From an optimization exercise on the open Yosys and OpenROAD flow, aimed at small area and a short achievable clock period; shortcuts taken in it are not production practice. In this exercise RTL edits were held to simulation tests only and were not proved equivalent to the original. No activity file was given, so power comes from the tool's default toggle rates.

Setup of run D:
==> flow/design.v <==
module calc_row #(parameter int W = 17, parameter int K = 3) (
    input  logic [W-1:0]   x,
    input  logic [K*W-1:0] mk,      
    input  logic [K-1:0]   hz,      
    input  logic [K-1:0]   en,      
    output logic [W-1:0]   xn,
    output logic [K-1:0]   g
);
    logic [W:0] t [1:K];
    always_comb begin
        for (int k = 1; k <= K; k++) begin
            t[k] = {1'b0, x} - {1'b0, mk[(k-1)*W +: W]};
            g[k-1] = (hz[k-1] & ~t[k][W]) | en[k-1];
        end
        xn = x & {W{~g[0]}};
        for (int k = 1; k <= K; k++)
            xn = xn | (t[k][W-1:0] & {W{g[k-1] & (k == K || !g[k])}});
    end
endmodule
module calc_row4 #(parameter int J = 0) (
    input  logic [16:0] x,
    input  logic [16:0] b,
    input  logic [18:0] b3,         
    input  logic        div,
    input  logic [2:0]  en,
    output logic [16:0] xn,
    output logic [1:0]  q
);
    localparam int W = 17 - 2 * J;
    logic [18:0] m [1:3];
    logic [3*W-1:0] mk;
    logic [2:0] hz, g;
    assign m[1] = {2'b0, b};
    assign m[2] = {1'b0, b, 1'b0};
    assign m[3] = b3;
    always_comb
        for (int k = 1; k <= 3; k++) begin
            mk[(k-1)*W +: W] = m[k][W-1:0];
            hz[k-1] = div & ((m[k] >> W) == 19'd0);
        end
    calc_row #(.W(W), .K(3)) row (.x(x[16:2*J]), .mk(mk), .hz(hz), .en(en), .xn(xn[16:2*J]), .g(g));
    if (J > 0) begin : low
        assign xn[2*J-1:0] = x[2*J-1:0];
    end
    assign q[1] = g[1];
    assign q[0] = (g[0] & ~g[1]) | g[2];
endmodule
module rec_calc(
    input [16:0] valA,
    input [3:0] op,
    input clk,
    input reset,
    output [16:0] result
);
    localparam int JS = 4;           
    logic [16:0] valB;               
    logic [16:0] sx;                 
    logic [16:2*JS] sq;              
    logic [16:0] sb;                 
    logic [18:0] sb3;                
    logic [2*JS-1:0] sa;             
    logic sdiv, ssub, smul;
    logic isdiv, ismul, issub, isadd;
    assign isdiv = (op == 4'd3);
    assign ismul = (op == 4'd2);
    assign issub = (op == 4'd1);
    assign isadd = ~isdiv & ~ismul & ~issub;
    logic [18:0] b3a;
    assign b3a = {2'b0, valB} + {1'b0, valB, 1'b0};
    logic [16:0] xa [JS:7];
    logic [16:0] qa;
    assign xa[7][13:0] = (isdiv | issub) ? valA[13:0] : ismul ? 14'h3fff : ~valA[13:0];
    logic [20:0] mk0;
    logic [6:0] hz0, g0;
    logic [2:0] xt;
    always_comb
        for (int k = 1; k <= 7; k++) begin
            logic [2:0] lo;
            lo = valB[2:0] * k;
            mk0[(k-1)*3 +: 3] = lo;
            hz0[k-1] = (valB <= 17'd7 / k);
        end
    calc_row #(.W(3), .K(7)) row_top (.x(valA[16:14]), .mk(mk0), .hz(hz0), .en(7'd0), .xn(xt), .g(g0));
    assign xa[7][16:14] = isdiv ? xt : issub ? valA[16:14]
                        : ismul ? ~(valA[16:14] * valB[2:0]) : ~valA[16:14];
    assign qa[16] = g0[3];
    assign qa[15] = (g0[1] & ~g0[3]) | g0[5];
    assign qa[14] = (g0[0] & ~g0[1]) | (g0[2] & ~g0[3]) | (g0[4] & ~g0[5]) | g0[6];
    for (genvar j = 6; j >= JS; j--) begin : rows_a
        logic [2:0] en;
        always_comb
            for (int k = 1; k <= 3; k++)
                en[k-1] = ismul & ({valA[2*j+1], valA[2*j]} >= k);
        calc_row4 #(.J(j)) row (.x(xa[j+1]), .b(valB), .b3(b3a), .div(isdiv), .en(en),
                                .xn(xa[j]), .q(qa[2*j+1:2*j]));
    end
    always @(posedge clk) begin
        if (reset) begin
            sx <= 17'h1ffff;
            sa <= '0;
            sdiv <= 1'b0;
            ssub <= 1'b0;
            smul <= 1'b1;
            valB <= 17'd0;
        end else begin
            sx <= xa[JS];
            sa <= valA[2*JS-1:0];
            sdiv <= isdiv;
            ssub <= issub;
            smul <= ismul;
            valB <= result;
        end
    end
    always @(posedge clk) begin
        sq <= qa[16:2*JS];
        sb <= valB;
        sb3 <= b3a;
    end
    logic [16:0] xb [0:JS];
    logic [2*JS-1:0] qb;
    assign xb[JS] = sx;
    for (genvar j = JS - 1; j >= 0; j--) begin : rows_b
        logic [2:0] en;
        always_comb
            for (int k = 1; k <= 3; k++)
                en[k-1] = (smul & ({sa[2*j+1], sa[2*j]} >= k))
                        | (~sdiv & ~smul & (j == 0) & (k == 1));
        calc_row4 #(.J(j)) row (.x(xb[j+1]), .b(sb), .b3(sb3), .div(sdiv), .en(en),
                                .xn(xb[j]), .q(qb[2*j+1:2*j]));
    end
    assign result = sdiv ? {sq, qb} : ssub ? xb[0] : ~xb[0];
endmodule
==> flow/config.mk <==
export PLATFORM = sky130hd
export DESIGN_NAME = rec_calc
export DESIGN_NICKNAME = rec_calc
export VERILOG_FILES = /design/flow/design.v
export SDC_FILE = /design/flow/constraint.sdc
export NUM_CORES = 4
export LEC_CHECK = 0
export ABC_AREA = 1
export CAP_MARGIN = 20
export CORE_MARGIN = 2
export CORE_UTILIZATION = 65
export SLEW_MARGIN = 20
==> flow/constraint.sdc <==
create_clock -name core_clock -period 33.0 [get_ports {clk}]
set_input_delay 6.6000 -clock core_clock [delete_from_list [all_inputs] [get_ports {clk}]]
set_output_delay 6.6000 -clock core_clock [all_outputs]
set_load 0.01 [all_outputs]
standard.sh (not shown) runs the stock make flow with config.mk's settings and CLKGATE_MAP_FILE= SYNTH_SCRIPT=/design/flow/synth_recipe.tcl, a recipe that flattens the netlist after the stock synthesis.
==> flow/flow/run.sh <==
#!/bin/bash
set -euo pipefail
SETUP_MARGIN=$(cat flow/setup_margin.txt)
bash standard.sh synth > synth.log 2>&1
bash standard.sh "BUFFER_PORTS_ARGS=-buffer_cell sky130_fd_sc_hd__buf_4" \
    SETUP_SLACK_MARGIN=$SETUP_MARGIN SETUP_MOVE_SEQUENCE=sizeup,swap finish > layout.log 2>&1
==> flow/flow/setup_margin.txt <==
17
Run D ran to completion and came out clean on the timing, DRC and antenna checks.
--- input diff run D..run E ---
==> flow/run.sh (new file) <==
#!/bin/bash
# synth_recipe.tcl (not shown) runs the flow's synth.tcl, then flattens the netlist and writes it again
# the make line also repeats each setting of config.mk as NAME=value (left out here)
make -C /OpenROAD-flow-scripts/flow DESIGN_CONFIG=/design/flow/config.mk WORK_HOME=/design/flow/orfs CLKGATE_MAP_FILE= SYNTH_SCRIPT=/design/flow/synth_recipe.tcl finish
removed: flow/flow/run.sh
removed: flow/flow/setup_margin.txt
removed: flow/standard.sh
==> comparison <==
Looking at relative contribution of combinational cells to total power, run E sits 0.5 points lower than run D does. Fraction of power spent switching nets on run E is up relative to run D. Diff run D -> run E | setup slack | decrease of 1.24 ns. [compare] base=run D new=run E: total instance count after detailed placement comparable; depth of the critical timing path with buffers and inverters included now smaller; routed length on met2 now smaller; maximum clock frequency now smaller; share of the clock period used by the worst path after layout now larger. Growth of design area from synthesis to finish was lower in run E than in run D. Compared with run D, run E shows a higher total number of vias. Sort run D and run E by final standard cell area without fillers asc -> top: run E.

what the ideal ports hide:
The flow's constraints put no driver on any port. The routed layouts listed below were extracted and timed again, unchanged, in two steps.
Step 1 assumes that a clkbuf_16 drives the clock port and a buf_2 every other input.
Step 2 also shifts input and output timing later by t, the mid clock arrival at the registers, as if the neighbouring blocks saw the same clock.
a / b / c = ideal ports / drivers / drivers and shift; a / b = the first two.
run	t (ns)	setup slack, ns	clock arrival spread, ns	worst register clock-pin slew, ns	cell pins on the clock port's net
run D	0.388	16.678 / 16.630 / 17.018	0.010 / 0.010	0.07 / 0.07	1
run E	0.388	15.438 / 15.393 / 15.780	0.013 / 0.013	0.07 / 0.07	1
After both steps setup and hold are still met in every run listed.
